Background: an optimization exercise with open tools, aiming at small area. Do not read the settings as production practice. In this exercise RTL edits were held to simulation tests only and were not proved equivalent to the original. The flow treats the clock pin as an ideal source, which a real chip does not have. Power figures rest on the tool's default switching activity, not on a simulated workload.

### flow/run.sh
#!/bin/bash
# Own layout flow:
#  1. the standard synthesis (standard.sh synth), unchanged;
#  2. the combinational logic of its netlist is mapped again by ABC with an area script
#     (flow/remap.tcl, flow/remap.abc); every flip-flop keeps its cell and instance name;
#  3. the rest of the standard ORFS flow (standard.sh finish) from that netlist, with the
#     port buffers made of the smallest buffer cell and a clock tree of clkbuf_16 clusters
#     of up to 36 sinks without dummy loads.
# Each tool's full output goes to a log file in this folder.
set -euo pipefail
ARGS=(
  "BUFFER_PORTS_ARGS=-buffer_cell sky130_fd_sc_hd__buf_1"
  "CTS_ARGS=-sink_clustering_enable -repair_clock_nets -dont_use_dummy_load -buf_list {sky130_fd_sc_hd__clkbuf_8 sky130_fd_sc_hd__clkbuf_16} -sink_clustering_size 36 -sink_clustering_max_diameter 100"
)
bash standard.sh "${ARGS[@]}" synth > orfs_synth.log 2>&1

PLAT=${FLOW_PLATFORM:-sky130hd}
R=orfs/results/$PLAT/datapath_32/base
PDIR=$FLOW_HOME/platforms/$PLAT
YOSYS=$FLOW_HOME/../tools/install/yosys/bin/yosys
[[ -x $YOSYS ]] || YOSYS=$(command -v yosys)
cp $R/1_2_yosys.v $R/1_2_yosys_standard.v
REMAP_LIB=$PDIR/lib/sky130_fd_sc_hd__tt_025C_1v80.lib \
REMAP_IN=$R/1_2_yosys_standard.v \
REMAP_OUT=$R/1_2_yosys_remap.v \
REMAP_TOP=${FLOW_TOP:-datapath_32} \
REMAP_SCRIPTS="$(ls $PWD/flow/remap*.abc | tr "\n" " ")" \
REMAP_DONT_USE="$(sed -n '/DONT_USE_CELLS/,/^#/p' $PDIR/config.mk | grep -o 'sky130_fd_sc_hd__[a-z0-9_]*' | sort -u | tr '\n' ' ')" \
  $YOSYS -c flow/remap.tcl > remap.log 2>&1
cp $R/1_2_yosys_remap.v $R/1_2_yosys.v
rm -f $R/1_synth.odb

bash standard.sh "${ARGS[@]}" finish > orfs_flow.log 2>&1
### flow/remap.tcl
# Re-map the combinational logic of the standard synthesis netlist for area.
# Every cell with a state element (flip-flops, latches) is kept as it is, with its instance
# name, so the registers stay those of the standard synthesis; the rest is turned back into
# gates and mapped again by ABC with several area-oriented scripts (no buffering or
# upsizing, which a 135 ns clock does not need); the smallest result is kept.
yosys -import
set lib $::env(REMAP_LIB)
read_liberty -ignore_miss_func $lib
read_verilog $::env(REMAP_IN)
hierarchy -top $::env(REMAP_TOP)
setattr -mod -set keep_hierarchy 1 {*_df*} {*_edf*} {*_sdf*} {*_sedf*} {*_dl*}
flatten
opt_clean -purge
set dont_use {}
foreach c $::env(REMAP_DONT_USE) { lappend dont_use -dont_use $c }
design -save cur
set cur_area 1e30
for {set round 0} {$round < 4} {incr round} {
  set best_area 1e30
  foreach script $::env(REMAP_SCRIPTS) {
    design -load cur
    abc -liberty $lib {*}$dont_use -script $script
    opt_clean -purge
    tee -q -o remap_stat.txt stat -liberty $lib
    set fh [open remap_stat.txt r]
    set st [read $fh]
    close $fh
    set area 1e30
    foreach {m a} [regexp -all -inline {Chip area for module '[^']*': ([0-9.]+)} $st] {
      if {$area == 1e30 || $a > $area} { set area $a }
    }
    puts "REMAP round $round $script area $area"
    if {$area < $best_area} { set best_area $area; design -save best }
  }
  puts "REMAP round $round best area $best_area"
  if {$best_area >= $cur_area - 1.0} { break }
  set cur_area $best_area
  # start the next round from the best netlist, read again as gates
  design -load best
  design -save final
  select $::env(REMAP_TOP)
  write_verilog -selected -noattr remap_round.v
  select -clear
  design -reset
  read_liberty -ignore_miss_func $lib
  read_verilog remap_round.v
  hierarchy -top $::env(REMAP_TOP)
  setattr -mod -set keep_hierarchy 1 {*_df*} {*_edf*} {*_sdf*} {*_sedf*} {*_dl*}
  flatten
  opt_clean -purge
  design -save cur
}
design -load final
opt_clean -purge
hilomap -singleton -hicell sky130_fd_sc_hd__conb_1 HI -locell sky130_fd_sc_hd__conb_1 LO
insbuf -buf sky130_fd_sc_hd__buf_4 A X
splitnets
opt_clean -purge
stat -liberty $lib
select $::env(REMAP_TOP)
write_verilog -selected -noattr -nohex -nodec $::env(REMAP_OUT)
### flow/remap1.abc
strash
dc2
dch -f
map -a
strash
dc2
dch -f
map -a
strash
dch -f
map -a
amap
topo
### flow/remap2.abc
strash
dc2
dch -f
map -a
strash
dc2
dch -f
amap
strash
dch -f
amap
topo
### flow/remap3.abc
strash
dc2
dch -f
map -a
strash
dc2
dch -f
map -a
strash
dc2
dch -f
map -a
strash
dc2
dch -f
map -a
strash
dch -f
amap
topo
### flow/remap4.abc
strash
dc2
dch -f
map -a
strash
dch -f
map -a
topo
### flow/remap5.abc
strash
dc2
dch -f
map -a
mfs -a
strash
dc2
dch -f
map -a
topo
### flow/remap6.abc
strash
&get -n
&deepsyn -T 60 -S 1
&put
dch -f
map -a
strash
dch -f
map -a
amap
topo
### standard.sh
#!/bin/bash
# synth_recipe.tcl (not shown) runs the flow's synth.tcl, then flattens the netlist and writes it again
# the make line also repeats each setting of config.mk as NAME=value (left out here)
make -C /OpenROAD-flow-scripts/flow DESIGN_CONFIG=/design/flow/config.mk WORK_HOME=/design/flow/orfs CLKGATE_MAP_FILE= SYNTH_SCRIPT=/design/flow/synth_recipe.tcl "${@:-finish}"
### config.mk
export PLATFORM = sky130hd
export DESIGN_NAME = datapath_32
export DESIGN_NICKNAME = datapath_32
export VERILOG_FILES = /design/flow/design.v
export SDC_FILE = /design/flow/constraint.sdc
export NUM_CORES = 8
export LEC_CHECK = 0
export ABC_AREA = 1
export CAP_MARGIN = 20
export CORE_MARGIN = 2
export CORE_UTILIZATION = 40
export SLEW_MARGIN = 20
### constraint.sdc
create_clock -name core_clock -period 135.0 [get_ports {clk}]
set_input_delay 27.0000 -clock core_clock [delete_from_list [all_inputs] [get_ports {clk}]]
set_output_delay 27.0000 -clock core_clock [all_outputs]
set_load 0.01 [all_outputs]
### design.v
`timescale 1ns / 1ps
module datapath_32(input clk,rst,
  output [31:0]imem_addr,input [31:0]imem_data,
  output [31:0]dmem_addr,output [31:0]dmem_wdata,output dmem_we,input [31:0]dmem_rdata,
  output halted,
  output retire_valid,output [31:0]retire_pc,output retire_we,output [4:0]retire_rd,output [31:0]retire_data);
localparam [3:0] S_INIT=0, S_A=1, S_B=2, S_LOOP=3, S_Q=4, S_FIN=5, S_LNA=6, S_HALT=7,
                 S_PCN=8, S_PCB=9, S_PCJ=10, S_PCR=11, S_PCK=12;
reg [3:0] st;
reg [4:0] ph;
reg [4:0] it;             
reg c;                    
reg d;                    
reg e;                    
reg f;                    
reg [31:0] hi, lo, t1, t2, pc;
wire [31:0] ins = imem_data;
wire [5:0] op = ins[31:26];
wire [4:0] rs = ins[25:21];
wire [4:0] rt = ins[20:16];
wire [4:0] rd = ins[15:11];
wire [5:0] fn = ins[5:0];
wire ph0 = (ph == 5'd0);
wire ph31 = (ph == 5'd31);
wire op_r0 = (op == 6'h00);
wire op_r1 = (op == 6'h01);
wire op_r2 = (op == 6'h02);
wire rtype = op_r0 | op_r1 | op_r2;
wire immalu = ((op[5:3] == 3'b000) & (op[2:0] >= 3'd3)) | (op == 6'h2f);
wire op_lw = (op == 6'h08);
wire op_sw = (op == 6'h09);
wire op_li = (op == 6'h0a);
wire op_mov = (op == 6'h0b);
wire op_lna = (op == 6'h0c);
wire op_lui = (op == 6'h19);
wire op_br = (op[5:3] == 3'b010) & (op[2:1] != 2'b11);
wire op_j = (op == 6'h20);
wire op_jr = (op == 6'h21);
wire op_mfhi = (op == 6'h23);
wire op_mflo = (op == 6'h24);
wire op_md = (op == 6'h38);
wire op_hlt = (op == 6'h3f);
wire [5:0] ef = (op == 6'h2f) ? 6'h30 : immalu ? {3'b000, op[2:0] - 3'd2} : fn;
wire is_mul = (rtype & (fn == 6'd9)) | (op_md & (fn == 6'd1));
wire is_div = (rtype & (fn == 6'd10)) | (op_md & (fn == 6'd2));
wire is_md = op_md | is_mul | is_div;
wire is_sll = rtype & (fn == 6'd8);
wire is_srl = rtype & (fn == 6'd11);
wire is_sh = is_sll | is_srl;
wire is_slt = (rtype | immalu) & (ef == 6'h30);
wire is_sub = (ef == 6'd2) | is_slt | op_br;
wire immsrc = immalu | op_r2;                  
wire writes = rtype | immalu | op_lw | op_li | op_lui | op_lna | op_mov | op_mfhi | op_mflo;
wire [4:0] dst = (op_r0 | op_r2) ? rd : (op_r1 | immalu | op_lw) ? rt : rs;
wire [15:0] ilo = ins[15:0];
wire [9:0] ihi = ins[25:16];
wire [4:0] isa = ins[9:5];
wire m16 = ilo[ph[3:0]];
wire mhi = (ph[3:0] < 4'd10) & ihi[ph[3:0]];
wire msh = (ph < 5) & isa[ph[2:0]];
reg immb;
always @(*) begin
  if (op_r2) immb = msh;
  else if (op_li) immb = (ph < 21) & (ph[4] ? mhi : m16);
  else if (op_j) immb = (ph < 26) & (ph[4] ? mhi : m16);
  else if (op_lui) immb = ph[4] & m16;
  else immb = ~ph[4] & m16;
end
wire sA = (st == S_A), sB = (st == S_B), sLOOP = (st == S_LOOP), sQ = (st == S_Q);
wire sLNA = (st == S_LNA), init = (st == S_INIT), sFIN = (st == S_FIN);
wire sPC = st[3];
wire sMD = sLOOP & is_md;
wire use_rs = (sA & (op_lw | op_sw | op_jr | is_div)) | (sB & ~op_sw) | (sMD & is_mul);
wire [4:0] raddr = use_rs ? rs : rt;
wire [31:0] taps;
wire rp = taps[raddr];
wire bsrc = immsrc ? immb : rp;                
wire pc0 = pc[0];
wire mbit = ph0 ? t2[0] : f;                   
wire phi = ph31 ? e : t1[1];                   
reg ax, ay, ac0;
always @(*) begin
  ax = rp; ay = t1[0] ^ is_sub; ac0 = is_sub;    
  if (sPC | sLNA) begin
    ax = pc0; ay = (st == S_PCB) & t2[30]; ac0 = 1'b0;
  end else if (sFIN) begin
    ax = is_div ? t1[0] : phi; ay = is_div & f & rp; ac0 = 1'b0;
  end else if (sMD & is_div) begin
    ax = ph0 ? t2[31] : d; ay = bsrc ^ ~f; ac0 = ~f;
  end else if (sMD) begin
    ax = phi; ay = mbit & rp; ac0 = 1'b0;
  end else if (sA) begin
    ax = rp & ~(immsrc | is_md); ay = immb & (immsrc | op_lw | op_sw) & ~is_md; ac0 = 1'b0;
  end
end
wire cin = (ph0 ? ac0 : c) | ((sPC | sLNA) & (ph == 5'd2));
wire sum = ax ^ ay ^ cin;
wire cout = (ax & ay) | (ax & cin) | (ay & cin);
reg res;
always @(*) begin
  if (op_sw) res = rp;
  else if (op_br) res = immb;
  else if (is_sh) res = ~f & rp;
  else case (ef)
    6'd1, 6'd2: res = sum;
    6'd3: res = rp & t1[0];
    6'd4: res = rp | t1[0];
    6'd5: res = rp ^ t1[0];
    6'd6: res = ~rp;
    default: res = 1'b0;
  endcase
end
wire neq = (~ph0 & f) | (rp ^ t1[0]);
wire ge = cout;
reg tk;
always @(*) begin
  case (op[2:0])
    3'd0: tk = ~neq;
    3'd1: tk = neq;
    3'd2: tk = ge & neq;
    3'd3: tk = ge;
    3'd4: tk = ~ge;
    default: tk = ~ge | ~neq;
  endcase
end
wire t1in = (sA | sMD) ? sum : t1[0];
reg t2in;
always @(*) begin
  t2in = t2[0];
  case (st)
    S_A: begin
      if (op_mfhi) t2in = hi[0];
      else if (op_mflo) t2in = lo[0];
      else if (op_li | op_lui | op_j | op_br) t2in = immb;
      else if (is_md) t2in = (is_mul & bsrc) | (is_div & rp);
      else t2in = rp;
    end
    S_B: t2in = res;
    S_LOOP: begin
      if (is_md) t2in = is_div ? (ph0 ? ~f : e) : (ph31 ? t1[1] : t2[1]);
      else if (op_lw) t2in = ph0 ? dmem_rdata[~it] : e;
      else t2in = is_sll ? (~ph0 & e) : (~ph31 & t2[1]);
    end
    S_Q: t2in = ph0 ? ~f : e;
    S_LNA: t2in = sum;
    default: ;
  endcase
end
reg kbit;
always @(*) begin
  case (it[2:0])
    3'd0: kbit = (ph == 5'd0);
    3'd1: kbit = (ph == 5'd1);
    3'd2: kbit = 1'b1;
    3'd3: kbit = (ph == 5'd2);
    3'd4: kbit = (ph == 5'd0) | (ph == 5'd2);
    3'd5: kbit = (ph == 5'd1) | (ph == 5'd2);
    3'd6: kbit = (ph <= 5'd2);
    default: kbit = (ph[1:0] == 2'd1);
  endcase
end
wire khi = (ph == 5'd1) | (ph == 5'd4) | (ph == 5'd5);    
wire klo = (ph == 5'd1) | (ph == 5'd2) | (ph == 5'd4);    
wire wen = init | (sFIN & writes);
wire [4:0] waddr = init ? {2'b00, it[2:0]} : dst;
wire wbit = init ? kbit : t2[0];
genvar g;
generate
  for (g = 0; g < 32; g = g + 1) begin : R
    reg [31:0] q;
    always @(posedge clk) q <= {(wen && waddr == g) ? wbit : q[0], q[31:1]};
    assign taps[g] = q[0];
  end
endgenerate
always @(posedge clk) begin
  hi <= {init ? khi : (sFIN & op_md) ? sum : hi[0], hi[31:1]};
  lo <= {init ? klo : (sFIN & op_md) ? t2[0] : lo[0], lo[31:1]};
  t1 <= {t1in, t1[31:1]};
  t2 <= {t2in, t2[31:1]};
end
reg pcin;
always @(*) begin
  case (st)
    S_PCJ: pcin = (ph < 28) ? t2[30] : sum;
    S_PCR: pcin = t2[0];
    S_PCK, S_LNA: pcin = pc0;
    S_INIT: pcin = 1'b0;
    default: pcin = sum;
  endcase
end
wire pc_en = sPC | init | sLNA;
always @(posedge clk)
  if (pc_en) pc <= {pcin, pc[31:1]};
wire [4:0] it_inc = it + 5'd1;
wire it_last = (it == 5'd31);
always @(posedge clk) begin
  c <= cout;
  d <= t1[0];
  if ((sMD | sFIN) & ~is_div) begin
    if (sMD & ph31) e <= cout;
  end else if (sA) e <= 1'b0;
  else e <= t2[0];
  if (sA) f <= is_sh & ((~ph0 & f) | (bsrc & (ph >= 5)));
  else if (sB & op_br) f <= neq;
  else if (sB & is_slt) f <= cout;
  else if (sMD & is_div & ph31) f <= t1[0] ^ ~f ^ cout;
  else if (sMD & is_mul & ph0) f <= t2[0];
  if (rst) begin
    st <= S_INIT;
    ph <= 5'd0;
    it <= 5'd0;
  end else begin
    ph <= ph + 5'd1;
    if (ph31) begin
      case (st)
        S_INIT: begin
          it <= it_inc;
          if (it == 5'd7) st <= S_A;
        end
        S_A: begin
          it <= 5'd0;
          if (is_md) st <= (is_mul | is_div) ? S_LOOP : S_FIN;
          else if (rtype | immalu | op_sw | op_br) st <= S_B;
          else if (op_lw) st <= S_LOOP;
          else if (op_li | op_lui | op_mov | op_mfhi | op_mflo) st <= S_FIN;
          else if (op_lna) st <= S_LNA;
          else if (op_j) st <= S_PCJ;
          else if (op_jr) st <= S_PCR;
          else if (op_hlt) st <= S_PCK;
          else st <= S_PCN;
        end
        S_B: begin
          if (is_slt) st <= S_Q;
          else if (is_sh) st <= (f | (t1[5:1] == 5'd0)) ? S_FIN : S_LOOP;
          else if (op_sw) st <= S_PCN;
          else if (op_br) st <= tk ? S_PCB : S_PCN;
          else st <= S_FIN;
        end
        S_LOOP: begin
          it <= it_inc;
          if (is_sh ? (it_inc == t1[5:1]) : it_last) st <= is_div ? S_Q : S_FIN;
        end
        S_Q: st <= S_FIN;
        S_FIN: st <= S_PCN;
        S_LNA: st <= S_FIN;
        S_PCK: st <= S_HALT;
        S_HALT: st <= S_HALT;
        default: st <= S_A;    
      endcase
    end
  end
end
assign imem_addr = pc;
assign retire_pc = pc;
assign dmem_addr = t1;
assign dmem_wdata = t2;
assign retire_data = t2;
assign retire_valid = sPC & ph0;
assign dmem_we = (st == S_PCN) & ph0 & op_sw;
assign retire_we = writes;
assign retire_rd = dst;
assign halted = (st == S_HALT);
endmodule
==> results of run 1 <==
==> report_power, final <==
part           switching (mW)  total [mW]  leakage [nW]  internal, mW
registers             0.00150       0.362          9.86         0.361
clock network          0.0921       0.147         0.505        0.0553
logic                 0.00706     0.00991          1.32       0.00284
total                   0.101       0.520          11.7         0.419
==> state kept, by name, summed over array words and instances (netlist names) <==
name	cells
pc	32
t2	32
d	1
f	1
ph	5
e	1
c	1
st	4
hi	32
t1	32
R.q	1024
it	5
lo	32
==> placed cells by master (no fill, tap or decap), drive strengths merged, types with 9 or more instances in the layout <==
master,n
nand2,45
nor3,48
nor2,185
dfxtp,1168
or3,12
o32ai,9
nor4,10
edfxtp,34
a21oi,59
a211oi,9
a31oi,11
clkinv,92
nand3,12
buf,243
o21ai,40
o22ai,29
clkbuf,41
==> worst max path at each step <==
stage	endpoint	slack [ns]
6_report	retire_rd[2]	77.31
5_1_grt	retire_rd[2]	76.94
4_1_cts	retire_rd[2]	77.33
3_5_place_dp	retire_rd[2]	77.33
3_3_place_gp	retire_rd[2]	77.43
2_1_floorplan	retire_rd[2]	79.33
==> critical path: cells and delay by family <==
kind	cells	cell delay, ns
buf+inv	5	1.56
compound gates	1	0.90
simple gates	5	1.23
==> cell type report <==
class,count,area [um^2]
fillers,6387,39560
flip-flops and latches,1202,24400
multi-input cells,539,2796
well taps,940,1176
clock buffers,41,1026
repair buffers,243,953.4
inverters,92,345.3
diodes,4,10.01
==> metrics by stage <==
stage	instances	area [um^2]	power (mW)	setup WS [ns]	util (%)
finish	3061	30710	0.5197	77.31	43.70
global route	3057	30700	0.5397	76.94	43.69
CTS	3057	30690	0.5265	77.33	43.68
detailed placement	3016	29670	0.3804	77.33	42.22
global placement	3015	29650	0.3805	77.43	42.20
floorplan	1967	28530	0.3750	79.33	-
==> routing by layer <==
layer	GRT usage, %	vias to the layer above
met3	2.290	79
met5	0	-
met1	18.60	6393
met2	21.24	326
li1	-	6558
met4	4.216	0
==> results.txt, run 1 <==
Status: complete, no violations
Data required, critical path: 108.00 ns
Max FO, Critical Path: 10
H-tree levels: 2
DRC viols: 0
I/O Buffers: 234
Met2 WL: 21900 um
Postcts setup bufs: 0
Finish-stage setup viols: 0
Slew @ Worst Pin: 1.094 ns
Critical Path Max Stage Delay: 0.90 ns
Max-Cap Viols: 0
Critical R2R Capture: t2[31]
Post-route antenna net violation count: 0
Wl on met1: 24390 um
Setup crit end kind: primary output
Syn Inst Count: 1967
Metal3 WL: 2086 um
Nets: 2185
Yosys synthesis warning count: 1
GRT overflow: 0
Leakage: 11.68 nW
Endpoint, Worst Hold: lo[24]
Sink Count: 1202
Setup TNS: 0 ns
DIE WIDTH: 271.1 um
Clock latency at the later pin of the worst-skew pair: 0.61 ns
Most frequent CP cell: clkinv_1
Period utilization: 42.73%
Core ar.: 0.07027 mm^2
DR top layer: met4
Tmin final: 57.69 ns
Vias in the first global route: 13140
Synthesis-to-layout area growth: 7.658%
Fraction of layout cells with a size suffix above 1: 2.456%
Final hold viol count: 0
Initial DRC Count: 776
GPL Wtd Cong: 0.8991
Rel. slew slack: 27.07%
Pin count of the biggest net entering global routing: 37
Io pins: 235
Hpwl dp: 35440 um
CTS tree: yes
Hold_ws: 0.2686 ns
Startpoint class of the critical path: input pin
Critical hold path startpoint: lo[25]
Post-cts resize count: 0
Reg2Reg Setup Slack: 126.62 ns
Critical path's slowest cell: a222oi_1
Reg2reg path depth: 26
Rows: 97
Initial Util: 40.59%
Setup Crit Path Kind: in2out
Post-Route WL: 49680 um
Die Y-Extent: 271.1 um
Detailed-route via count: 13360
Max-slew violations: 0
Crit path from: imem_data[27]
WL/cell: 16.23 um
Syn_nets: 2033
Total GRT Usage: 13.37%
Vias per std cell: 4.363
Reg-to-reg critical path startpoint: st[0]
Post-synthesis area per instance: 14.50 um^2
CTS clk-pin slew, worst paths: 0.11 ns
CTS Root Cell: clkbuf_16
Setup Skew: 0.07106 ns
Clock buffer depth: 3
Worst vdd ir: 0.00001097 V
Die Area: 0.07347 mm^2
DRT Pass-1 Iters: 5
Critical-path cell list: buf_1 > clkinv_1 > nor2_1 > nand3_1 > nor3_1 > nor2_1 > nand2_1 > clkinv_1 > a222oi_1 > clkinv_1 > buf_1
RSZ-0062 raised after global routing: false
Cts bufs inserted: 41
Critical Path AT: 30.69 ns
Hold Path Depth: 0
Syn Std Cell Area: 0.02853 mm^2
Power density cells: 16.92 mW/mm^2
Worst Hold Class: reg2reg
Max Freq: 17.34 MHz
First-pass GRT wire length: 76280 um
Initial antenna violation count: 1
Hold_buf cts: 0
==> run 2: changes to the inputs <==
--- a/flow/run.sh
+++ b/flow/run.sh
@@ -10,7 +10,7 @@
 set -euo pipefail
 ARGS=(
   "BUFFER_PORTS_ARGS=-buffer_cell sky130_fd_sc_hd__buf_1"
-  "CTS_ARGS=-sink_clustering_enable -repair_clock_nets -dont_use_dummy_load -buf_list {sky130_fd_sc_hd__clkbuf_8 sky130_fd_sc_hd__clkbuf_16} -sink_clustering_size 36 -sink_clustering_max_diameter 100"
+  "CTS_ARGS=-sink_clustering_enable -repair_clock_nets -dont_use_dummy_load -buf_list sky130_fd_sc_hd__clkbuf_16 -sink_clustering_size 36 -sink_clustering_max_diameter 100"
 )
 bash standard.sh "${ARGS[@]}" synth > orfs_synth.log 2>&1
 
--- a/config.mk
+++ b/config.mk
@@ -5,7 +5,6 @@
 export SDC_FILE = /design/flow/constraint.sdc
 export NUM_CORES = 8
 export LEC_CHECK = 0
-export ABC_AREA = 1
 export CAP_MARGIN = 20
 export CORE_MARGIN = 2
 export CORE_UTILIZATION = 40
==> run 2 against run 1 <==
Area after synthesis up 0.39%; worst setup slack better by 0.50 ns; highest routed layer is now met5; wire length up 9.0%; critical path depth down 1; clock power about the same; maximum frequency up 0.87%; first-iteration DRC count up 42%; combinational power up about 20%.
==> results.txt, run 2 <==
Status: complete, no violations
Syn_nets: 2039 (+0.30%)
Max-Cap Viols: 0 (unchanged)
Initial antenna violation count: 2 (+1)
Clock latency at the later pin of the worst-skew pair: 0.60 ns (about the same)
Max-slew violations: 0 (unchanged)
Internal: 0.4228 mW (+0.90%)
Seq pwr share: 69.2% (-0.5 points)
Vias in the first global route: 13020 (-0.89%)
Reg with most FFs: R.q
Post-synthesis area per instance: 14.51 um^2 (about the same)
Top delay family on crit path: simple AND/OR/NAND/NOR gates
RSZ-0062 raised after global routing: false
GPL Wtd Cong: 0.8902 (-0.99%)
Max Freq: 17.49 MHz (+0.87%)
Die Area: 0.07375 mm^2 (+0.38%)
Rel. slew slack: 35.95% (+8.9 points)
Rows: 98 (+1.0%)
Finished Core Util: 43.28% (-0.42 points)
Hold_ws: 0.2720 ns (+0.003317 ns)
I/O Buffers: 234 (unchanged)
Die Y-Extent: 271.6 um (+0.19%)
Critical-path cell list: buf_1 > clkinv_1 > nor2_1 > nand3_1 > nor2_1 > nor2_1 > o21ai_0 > nand2_1 > a21oi_1 > buf_1
GRT overflow: 0 (unchanged)
WL/cell: 17.61 um (+8.5%)
Detailed-route via count: 13690 (+2.5%)
Worst Hold Class: reg2reg
Core ar.: 0.07124 mm^2 (+1.4%)
CTS Root Cell: clkbuf_16
Initial Util: 40.20% (-0.40 points)
Data required, critical path: 108.00 ns (about the same)
CP bufs+invs: 3 (-2)
CP Depth: 10 (-1)
Combinational Power Share: 2.3% (+0.4 points)
Slew @ Worst Pin: 0.9608 ns (-0.1331 ns)
Critical Path AT: 30.19 ns (-0.50 ns)
Most frequent CP cell: nor2_1
P_sw: 0.1044 mW (+3.7%)
Period utilization: 42.36% (-0.37 points)
Max FO, Critical Path: 8 (-2)
Fraction of layout cells with a size suffix above 1: 2.449% (-0.0069 points)
Synthesis-to-layout area growth: 7.672% (about the same)
Critical Path Max Stage Delay: 0.69 ns (-0.21 ns)
Clk network pwr share: 28.5% (about the same)
Hold_buf cts: 0 (unchanged)
Commonest non-fill, non-tap cell in the layout: dfxtp_1
Total GRT Usage: 14.36% (+0.99 points)
Hold Path Depth: 0 (unchanged)
Placed cell count: 3031 (+0.50%)
Reg2reg path depth: 27 (+3.8%)
Hpwl dp: 39640 um (+12%)
Setup Crit Path Kind: in2out
DIE WIDTH: 271.6 um (+0.19%)
Post-route antenna net violation count: 0 (unchanged)
Pin count of the biggest net entering global routing: 37 (unchanged)
Critical path's slowest cell: a21oi_1
Setup crit end kind: primary output
Cts bufs inserted: 42 (+2.4%)
First-pass GRT wire length: 79640 um (+4.4%)
Sink Count: 1202 (unchanged)
Post-cts resize count: 0 (unchanged)
Syn Std Cell Area: 0.02864 mm^2 (+0.39%)
Sw frac: 19.81% (+0.43 points)
DRC viols: 0 (unchanged)
CTS clk-pin slew, worst paths: 0.12 ns (about the same)
Nets: 2191 (+0.27%)
H-tree levels: 2 (unchanged)
Clock buffer depth: 3 (unchanged)
Yosys synthesis warning count: 1 (unchanged)
Post-route non-filler standard cell count: 3074 (+0.42%)
Postcts setup bufs: 0 (unchanged)
Worst vdd ir: 0.00001236 V (+13%)
Finish-stage setup viols: 0 (unchanged)
Setup Skew: 0.06731 ns (-0.003744 ns)
Tmin final: 57.19 ns (-0.4996 ns)
Post-Route WL: 54140 um (+9.0%)
CTS tree: yes
Leakage: 11.68 nW (about the same)
DRT Pass-1 Iters: 7 (+2)
Most frequent cells in the layout: dfxtp_1 (1168), buf_1 (234), nor2_1 (183)
Power density cells: 17.10 mW/mm^2 (+1.0%)
Setup TNS: 0 ns (unchanged)
Startpoint class of the critical path: input pin
Io pins: 235 (unchanged)
Initial DRC Count: 1105 (+42%)
Syn Inst Count: 1973 (+0.31%)
Final hold viol count: 0 (unchanged)
Vias per std cell: 4.453 (+2.1%)
Largest register FFs: 1024 (unchanged)
==> run 2: changes by cell type in the layout (fill, tap and decap cells not counted), moves of 6 or more <==
| cell | delta |
|---|---|
| o32a_1 | +6 |
| nor3_1 | -18 |
| clkinv_1 | -9 |
| o22ai_1 | +12 |
| nand2_1 | +7 |
| o221ai_1 | +11 |
| a21oi_1 | +6 |
| o21ai_0 | -8 |
==> run 2: routing by layer <==
metal | GRT usage [%] | vias up | wire length (um)
met5 | 0 | - | 21
met4 | 4.049 | 4 | 1399
met3 | 3.609 | 115 | 3802
met2 | 22.27 | 492 | 23140
met1 | 19.91 | 6438 | 25780
li1 | - | 6639 | -
==> run 2: worst paths after layout <==
| path | start | endpoint | slack (ns) |
|---|---|---|---|
| worst min register to register | R[10].q[6] | R[10].q[5] | 0.27 |
| worst min-delay path | R[10].q[6] | R[10].q[5] | 0.27 |
| worst max register to register | st[0] | t2[31] | 127.29 |
| worst max-delay path | imem_data[27] | retire_rd[3] | 77.81 |
==> run 2: cell type report <==
type	instances	area (um^2)
sequential	1202	24400
antenna	1	2.502
fill	6426	40410
tap	950	1189
timing repair buffer	242	938.4
inverter	83	311.5
clock buffer	42	1051
multi-input combinational	554	2938
==> run 2: worst register-to-register path, delay by kind of cell (launching register included) <==
| family | cells | cell delay, ns |
|---|---|---|
| compound gates | 13 | 4.00 |
| simple gates | 9 | 1.83 |
| flops | 1 | 0.62 |
| buf+inv | 5 | 1.14 |
==> run 2: stage by stage <==
stage,setup WS [ns],power [mW],instance area [um^2]
2_1_floorplan,79.37,0.3785,28640
3_3_place_gp,77.78,0.3850,29770
3_5_place_dp,77.85,0.3848,29780
4_1_cts,77.82,0.5332,30830
5_1_grt,77.40,0.5470,30830
6_report,77.81,0.5272,30830
==> run 2: power groups by stage <==
| stage | registers, mW | logic, mW | clock network [mW] |
|---|---|---|---|
| after floorplan | 0.372 | 0.00652 | 0 |
| after global placement | 0.373 | 0.0119 | 0 |
| after detailed placement | 0.373 | 0.0117 | 0 |
| after CTS | 0.365 | 0.0118 | 0.156 |
| after global routing | 0.366 | 0.0128 | 0.168 |
| final | 0.365 | 0.0119 | 0.150 |
==> run 3: changes to the inputs <==
--- a/config.mk
+++ b/config.mk
@@ -5,6 +5,7 @@
 export SDC_FILE = /design/flow/constraint.sdc
 export NUM_CORES = 8
 export LEC_CHECK = 0
+export ABC_AREA = 1
 export CAP_MARGIN = 20
 export CORE_MARGIN = 2
 export CORE_UTILIZATION = 40
==> run 3 against run 2 <==
Design area down 0.40%; non-clock buffer count up 1; worst setup slack got worse by 0.50 ns; die area down 0.38%; hold slack worse by 0.0033 ns; clock power about the same; wire length down 8.2%; area after synthesis fell by 0.38%; clock-buffer cell count shrank 1; largest power group unchanged.
==> results.txt, run 3 <==
Status: complete, no violations
Core ar.: 0.07027 mm^2 (-1.4%)
Slew @ Worst Pin: 1.094 ns (+0.1331 ns)
Max-Cap Viols: 0 (unchanged)
Worst vdd ir: 0.00001097 V (-11%)
Data required, critical path: 108.00 ns (about the same)
Max FO, Critical Path: 10 (+2)
Total GRT Usage: 13.37% (-0.99 points)
GPL Wtd Cong: 0.8991 (+1.0%)
H-tree levels: 2 (unchanged)
Max-slew violations: 0 (unchanged)
Postcts setup bufs: 0 (unchanged)
Die Area: 0.07347 mm^2 (-0.38%)
Clock latency at the later pin of the worst-skew pair: 0.61 ns (about the same)
Sink Count: 1202 (unchanged)
Hold_buf cts: 0 (unchanged)
Post-route antenna net violation count: 0 (unchanged)
Nets: 2185 (-0.27%)
Clock buffer depth: 3 (unchanged)
Startpoint class of the critical path: input pin
Finish-stage setup viols: 0 (unchanged)
DRT Pass-1 Iters: 5 (-2)
DRC viols: 0 (unchanged)
Most frequent cells in the layout: dfxtp_1 (1168), buf_1 (234), nor2_1 (185)
Layer with the highest usage: met2
Commonest non-fill, non-tap cell in the layout: dfxtp_1
Most frequent CP cell: clkinv_1
Power density cells: 16.92 mW/mm^2 (-1.0%)
Max Freq: 17.34 MHz (-0.87%)
Rel. slew slack: 27.07% (-8.9 points)
Post-synthesis area per instance: 14.50 um^2 (about the same)
Period utilization: 42.73% (+0.37 points)
M2 GR Usage: 21.24% (-1.0 points)
WL/cell: 16.23 um (-7.8%)
Rows: 97 (-1.0%)
Setup TNS: 0 ns (unchanged)
CTS Root Cell: clkbuf_16
Reg2Reg Setup Slack: 126.62 ns (-0.67 ns)
Yosys synthesis warning count: 1 (unchanged)
Vias per std cell: 4.363 (-2.0%)
Post-Route WL: 49680 um (-8.2%)
CTS clk-pin slew, worst paths: 0.11 ns (about the same)
Setup crit end kind: primary output
Reg with most FFs: R.q
Io pins: 235 (unchanged)
Initial Util: 40.59% (+0.40 points)
Critical Path Max Stage Delay: 0.90 ns (+0.21 ns)
Largest register FFs: 1024 (unchanged)
Hold Path Depth: 0 (unchanged)
GRT overflow: 0 (unchanged)
Critical Path AT: 30.69 ns (+0.50 ns)
CTS tree: yes
DIE WIDTH: 271.1 um (-0.19%)
Tmin final: 57.69 ns (+0.4996 ns)
Initial antenna violation count: 1 (-1)
Syn_nets: 2033 (-0.29%)
Syn Inst Count: 1967 (-0.30%)
RSZ-0062 raised after global routing: false
Met3 global-route usage: 2.290% (-1.3 points)
Leakage: 11.68 nW (about the same)
Initial DRC Count: 776 (-30%)
Final hold viol count: 0 (unchanged)
Met1 track demand over resource: 18.60% (-1.3 points)
Cts bufs inserted: 41 (-2.4%)
Fraction of layout cells with a size suffix above 1: 2.456% (+0.0069 points)
First-pass GRT wire length: 76280 um (-4.2%)
Pin count of the biggest net entering global routing: 37 (unchanged)
Post-cts resize count: 0 (unchanged)
Critical-path cell list: buf_1 > clkinv_1 > nor2_1 > nand3_1 > nor3_1 > nor2_1 > nand2_1 > clkinv_1 > a222oi_1 > clkinv_1 > buf_1
Syn Std Cell Area: 0.02853 mm^2 (-0.38%)
Reg2reg path depth: 26 (-3.7%)
Synthesis-to-layout area growth: 7.658% (about the same)
I/O Buffers: 234 (unchanged)
Critical path's slowest cell: a222oi_1
Detailed-route via count: 13360 (-2.4%)
Worst Hold Class: reg2reg
Finished Core Util: 43.70% (+0.42 points)
Vias in the first global route: 13140 (+0.90%)
Setup Crit Path Kind: in2out
Hpwl dp: 35440 um (-11%)
Die Y-Extent: 271.1 um (-0.19%)
Setup Skew: 0.07106 ns (+0.003744 ns)
## run 3: worst paths after layout
check | start | to
max reg2reg | st[0] | t2[31]
max | imem_data[27] | retire_rd[2]
min reg2reg | lo[25] | lo[24]
min | lo[25] | lo[24]
## run 3: through the flow
step                      std cells  setup WS (ns)  power (mW)  area, um^2  hold WS, ns
after floorplan                1967          79.33      0.3750       28530       0.3096
after global placement         3015          77.43      0.3805       29650       0.3096
after detailed placement       3016          77.33      0.3804       29670       0.3121
after CTS                      3057          77.33      0.5265       30690       0.2720
after global routing           3057          76.94      0.5397       30700       0.2691
final                          3061          77.31      0.5197       30710       0.2686
## run 3: layer usage
layer | wire length (um) | vias up
li1 | - | 6558
met1 | 24390 | 6393
met2 | 21900 | 326
met3 | 2086 | 79
met4 | 1313 | 0
met5 | 0 | -
## run 3: worst max-delay path: cells and delay by family
| family | cells | cell delay, ns |
|---|---|---|
| AO/OA/AOI/OAI | 1 | 0.90 |
| buffers and inverters | 5 | 1.56 |
| AND/OR/NAND/NOR | 5 | 1.23 |
## run 3: final cells by class
| type | count | area [um^2] |
|---|---|---|
| timing repair buffer | 243 | 953.4 |
| multi-input combinational | 539 | 2796 |
| antenna | 4 | 10.01 |
| tap | 940 | 1176 |
| sequential | 1202 | 24400 |
| fill | 6387 | 39560 |
| clock buffer | 41 | 1026 |
| inverter | 92 | 345.3 |
## run 3: power by group
group	switching, mW	internal [mW]
Clock	0.0921	0.0553
Combinational	0.00706	0.00284
Sequential	0.00150	0.361
Total	0.101	0.419
==> run 4: changes to the inputs <==
==> flow/remap7.abc (new file) <==
strash
&get -n
&deepsyn -T 60 -S 7
&put
dch -f
map -a
strash
dch -f
map -a
amap
topo
==> flow/remap8.abc (new file) <==
strash
&get -n
&deepsyn -T 120 -S 3
&put
dch -f
map -a
strash
dch -f
map -a
amap
topo
==> run 4 against run 3 <==
Wire length up 14%; sequential share of layout area increased by 0.14 points; via count is 0.34% lower; hold slack improved by 0.015 ns; non-clock buffer count grew 3; combinational power increased by 6%; flip-flop and latch count stayed put; worst setup slack better by 0.47 ns; critical path type unchanged; critical endpoint is now retire_rd[4]; largest power group unchanged.
==> results.txt, run 4 <==
Power density cells: 17.17 mW/mm^2 (+1.4%)
DRC viols: 0 (unchanged)
Detailed-route via count: 13310 (-0.34%)
Setup Skew: 0.1180 ns (+0.04699 ns)
Pin count of the biggest net entering global routing: 37 (unchanged)
Largest register FFs: 1024 (unchanged)
Setup Crit Path Kind: in2out
Data required, critical path: 108.00 ns (about the same)
Slew @ Worst Pin: 0.9543 ns (-0.1396 ns)
Clock latency at the later pin of the worst-skew pair: 0.64 ns (+0.03 ns)
Post-cts resize count: 0 (unchanged)
Vias in the first global route: 13140 (+0.046%)
H-tree levels: 2 (unchanged)
Die Area: 0.07322 mm^2 (-0.34%)
Max FO, Critical Path: 7 (-3)
Post-route antenna net violation count: 0 (unchanged)
Total GRT Usage: 15.38% (+2.0 points)
Nets: 2167 (-0.82%)
Yosys synthesis warning count: 1 (unchanged)
Max-slew violations: 0 (unchanged)
Combinational Power Share: 2.0% (about the same)
Seq pwr share: 69.2% (-0.5 points)
Leakage: 11.67 nW (about the same)
Internal: 0.4227 mW (+0.88%)
GRT overflow: 0 (unchanged)
Hpwl dp: 41440 um (+17%)
Die Y-Extent: 270.6 um (-0.17%)
CTS Root Cell: clkbuf_16
Sink Count: 1202 (unchanged)
Hold_ws: 0.2839 ns (+0.01523 ns)
Sw frac: 19.67% (+0.30 points)
DIE WIDTH: 270.6 um (-0.17%)
CTS tree: yes
Initial DRC Count: 747 (-3.7%)
Reg with most FFs: R.q
Clk network pwr share: 28.8% (+0.4 points)
Startpoint class of the critical path: input pin
Syn Std Cell Area: 0.02843 mm^2 (-0.35%)
Post-Route WL: 56480 um (+14%)
Finished Core Util: 43.70% (about the same)
Syn Inst Count: 1944 (-1.2%)
Initial antenna violation count: 4 (+3)
Post-synthesis area per instance: 14.62 um^2 (+0.83%)
Period utilization: 42.38% (-0.35 points)
P_sw: 0.1035 mW (+2.8%)
Vias per std cell: 4.376 (+0.29%)
Setup crit end kind: primary output
RSZ-0062 raised after global routing: false
DP Worst Slack: 77.72 ns (+0.3926 ns)
Setup WS post-layout: 77.78 ns (+0.4666 ns)
Cts bufs inserted: 43 (+4.9%)
Worst Hold Class: reg2reg
Io pins: 235 (unchanged)
GPL Wtd Cong: 0.9866 (+9.7%)
Most frequent cells in the layout: dfxtp_1 (1168), buf_1 (234), nor2_1 (177)
I/O Buffers: 234 (unchanged)
Setup TNS: 0 ns (unchanged)
Power Total: 0.5262 mW (+1.3%)
DRT Pass-1 Iters: 6 (+1)
First-pass GRT wire length: 84010 um (+10%)
Clock buffer depth: 3 (unchanged)
Postcts setup bufs: 0 (unchanged)
Core ar.: 0.07015 mm^2 (-0.17%)
Worst vdd ir: 0.00001313 V (+20%)
Finish-stage setup viols: 0 (unchanged)
Rel. slew slack: 35.89% (+8.8 points)
Max Freq: 17.48 MHz (+0.82%)
Synthesis-to-layout area growth: 7.843%
Commonest non-fill, non-tap cell in the layout: dfxtp_1
Fraction of layout cells with a size suffix above 1: 2.716% (+0.26 points)
Final hold viol count: 0 (unchanged)
Max-Cap Viols: 0 (unchanged)
Syn_nets: 2010 (-1.1%)
Rows: 97 (unchanged)
CTS clk-pin slew, worst paths: 0.12 ns (about the same)
WL/cell: 18.57 um (+14%)
Critical Path AT: 30.22 ns (-0.47 ns)
Hold_buf cts: 0 (unchanged)
Tmin final: 57.22 ns (-0.4666 ns)
Fillers: 6376 (-0.17%)
Status: complete, no violations
Initial Util: 40.52% (-0.071 points)
## run 4: power by group through the flow
stage / clock [mW] / combinational, mW / sequential, mW
after floorplan: 0 / 0.00523 / 0.371
after global placement: 0 / 0.0108 / 0.372
after detailed placement: 0 / 0.0105 / 0.372
after CTS: 0.158 / 0.0106 / 0.364
after global routing: 0.170 / 0.0115 / 0.365
final: 0.152 / 0.0105 / 0.364
## run 4: critical path, stage by stage
cell      delay [ns]
buf_1           0.42
clkinv_1        0.34
nor4_1          0.56
o211ai_1        0.28
o21ai_0         0.38
nand2_1         0.25
o22a_1          0.26
o21ai_0         0.10
buf_4           0.22
clkinv_1        0.16
buf_1           0.24
## run 4: final cells by class
| type | instances | area, um^2 | share of cell area, % |
|---|---|---|---|
| multi-input combinational | 529 | 2729 | 8.901 |
| inverter | 79 | 296.5 | 0.9673 |
| timing repair buffer | 246 | 968.4 | 3.159 |
| clock buffer | 43 | 1076 | 3.510 |
| antenna | 3 | 7.507 | 0.02449 |
| tap | 940 | 1176 | 3.836 |
| sequential | 1202 | 24400 | 79.60 |
## run 4: per-stage QoR
step | cell area [um^2] | instances
final | 30660 | 3042
after global routing | 30650 | 3039
after CTS | 30650 | 3039
after detailed placement | 29570 | 2996
after global placement | 29570 | 2996
after floorplan | 28430 | 1944
## run 4: routing by layer
| metal | vias to the layer above | track usage, % | wire length [um] |
|---|---|---|---|
| met1 | 6316 | 20.86 | 26650 |
| li1 | 6516 | - | - |
| met3 | 110 | 4.686 | 3867 |
| met4 | 4 | 5.714 | 2163 |
| met5 | - | 0 | 17 |
| met2 | 365 | 23.18 | 23780 |
## run 4: worst paths after layout
check / from / end / slack (ns) / depth (start not counted)
worst min-delay path: R[21].q[25] / R[21].q[24] / 0.28 / 0
worst min register to register: R[21].q[25] / R[21].q[24] / 0.28 / 0
worst max register to register: st[1] / f / 127.11 / 25
worst max-delay path: imem_data[26] / retire_rd[4] / 77.78 / 11
==> run 5: changes to the inputs <==
--- a/flow/run.sh
+++ b/flow/run.sh
@@ -10,6 +10,7 @@
 set -euo pipefail
 ARGS=(
   "BUFFER_PORTS_ARGS=-buffer_cell sky130_fd_sc_hd__buf_1"
+  "POST_CTS_TCL=$PWD/flow/post_cts.tcl"
   "CTS_ARGS=-sink_clustering_enable -repair_clock_nets -dont_use_dummy_load -buf_list sky130_fd_sc_hd__clkbuf_16 -sink_clustering_size 36 -sink_clustering_max_diameter 100"
 )
 bash standard.sh "${ARGS[@]}" synth > orfs_synth.log 2>&1
==> flow/post_cts.tcl (new file) <==
# After CTS: clock-tree leaf buffers that drive few flip-flops are swapped for smaller
# clock buffers (clkbuf_8 up to 16 sinks, clkbuf_4 up to 7), then placement is legalised.
set n_small 0
foreach inst [get_cells *] {
  set ref [get_property $inst ref_name]
  if {$ref ne "sky130_fd_sc_hd__clkbuf_16"} { continue }
  set out [get_pins -of_objects $inst -filter "direction == output"]
  set net [get_nets -of_objects $out]
  set loads 0
  set to_flops 1
  foreach p [get_pins -of_objects $net -filter "direction == input"] {
    incr loads
    set lc [get_property [get_property $p cell] ref_name]
    if {![string match "*df*" $lc]} { set to_flops 0 }
  }
  if {!$to_flops} { continue }
  if {$loads <= 7} {
    replace_cell $inst sky130_fd_sc_hd__clkbuf_4
    incr n_small
  } elseif {$loads <= 16} {
    replace_cell $inst sky130_fd_sc_hd__clkbuf_8
    incr n_small
  }
}
puts "post_cts: resized $n_small clock buffers"
detailed_placement
check_placement -verbose
removed: flow/remap7.abc
removed: flow/remap8.abc
==> run 5 against run 4 <==
The run now fails in clock tree synthesis (4_1_cts); area after synthesis rose by 0.35%; synthesized cell count up 1.2%.
==> results.txt, run 5 <==
Status: stopped before the end
Stopped at: clock tree synthesis (4_1_cts)
First Err: Error: cts.tcl, 90 pin objects do not have a cell property.
Placed cell count: 3016 (+0.67%)
I/O Buffers: 234 (unchanged)
Post-synthesis area per instance: 14.50 um^2 (-0.83%)
Die Y-Extent: 271.1 um (+0.17%)
DIE WIDTH: 271.1 um (+0.17%)
Io pins: 235 (unchanged)
Hpwl dp: 35440 um (-14%)
Initial Util: 40.59% (+0.071 points)
GPL Wtd Cong: 0.8991 (-8.9%)
Syn Inst Count: 1967 (+1.2%)
Syn Std Cell Area: 0.02853 mm^2 (+0.35%)
Yosys synthesis warning count: 1 (unchanged)
Syn_nets: 2033 (+1.1%)
Rows: 97 (unchanged)
## run 5: per-stage QoR
stage	cell area, um^2	hold WS, ns	worst slack [ns]
after floorplan	28530	0.3096	79.33
after detailed placement	29670	0.3121	77.33
after global placement	29650	0.3096	77.43
## run 5: worst max-delay path by stage
stage	depth (start not counted)	slack (ns)	endpoint
after floorplan	6	79.33	retire_rd[2]
after global placement	11	77.43	retire_rd[2]
after detailed placement	11	77.33	retire_rd[2]
## run 5: power by group through the flow
| stage | clock [mW] | sequential [mW] | combinational (mW) |
|---|---|---|---|
| 2_1_floorplan | 0 | 0.370 | 0.00527 |
| 3_3_place_gp | 0 | 0.370 | 0.0100 |
| 3_5_place_dp | 0 | 0.370 | 0.00989 |

separate check: timing with driven ports:
How much do the figures lean on ideal ports? The routed layouts below were timed once more, with nothing changed but the port constraints. Step 1 (the two cells are an assumption about what drives the block):
set clk [get_ports {clk}]
set_driving_cell -lib_cell sky130_fd_sc_hd__clkbuf_16 $clk
set_driving_cell -lib_cell sky130_fd_sc_hd__buf_2 [delete_from_list [all_inputs] $clk]
Step 2 also shifts input and output timing later by t, the mid clock arrival at the registers, as if the neighbouring blocks saw the same clock. a / b / c = ideal / step 1 / step 2; a / b = the first two.
| run | shift t [ns] | setup WS [ns] | slew at the worst register clock pin (ns) |
|---|---|---|---|
| run 1 | 0.623 | 77.314 / 77.271 / 77.271 | 0.12 / 0.12 |
| run 2 | 0.635 | 77.813 / 77.730 / 77.730 | 0.12 / 0.12 |
| run 3 | 0.623 | 77.314 / 77.271 / 77.271 | 0.12 / 0.12 |
| run 4 | 0.643 | 77.780 / 77.736 / 77.736 | 0.13 / 0.13 |
After both steps setup and hold are still met in every run listed. For run 2, which loses most, drivers alone change the setup slack by -0.083 ns; drivers and shift together by -0.083 ns.
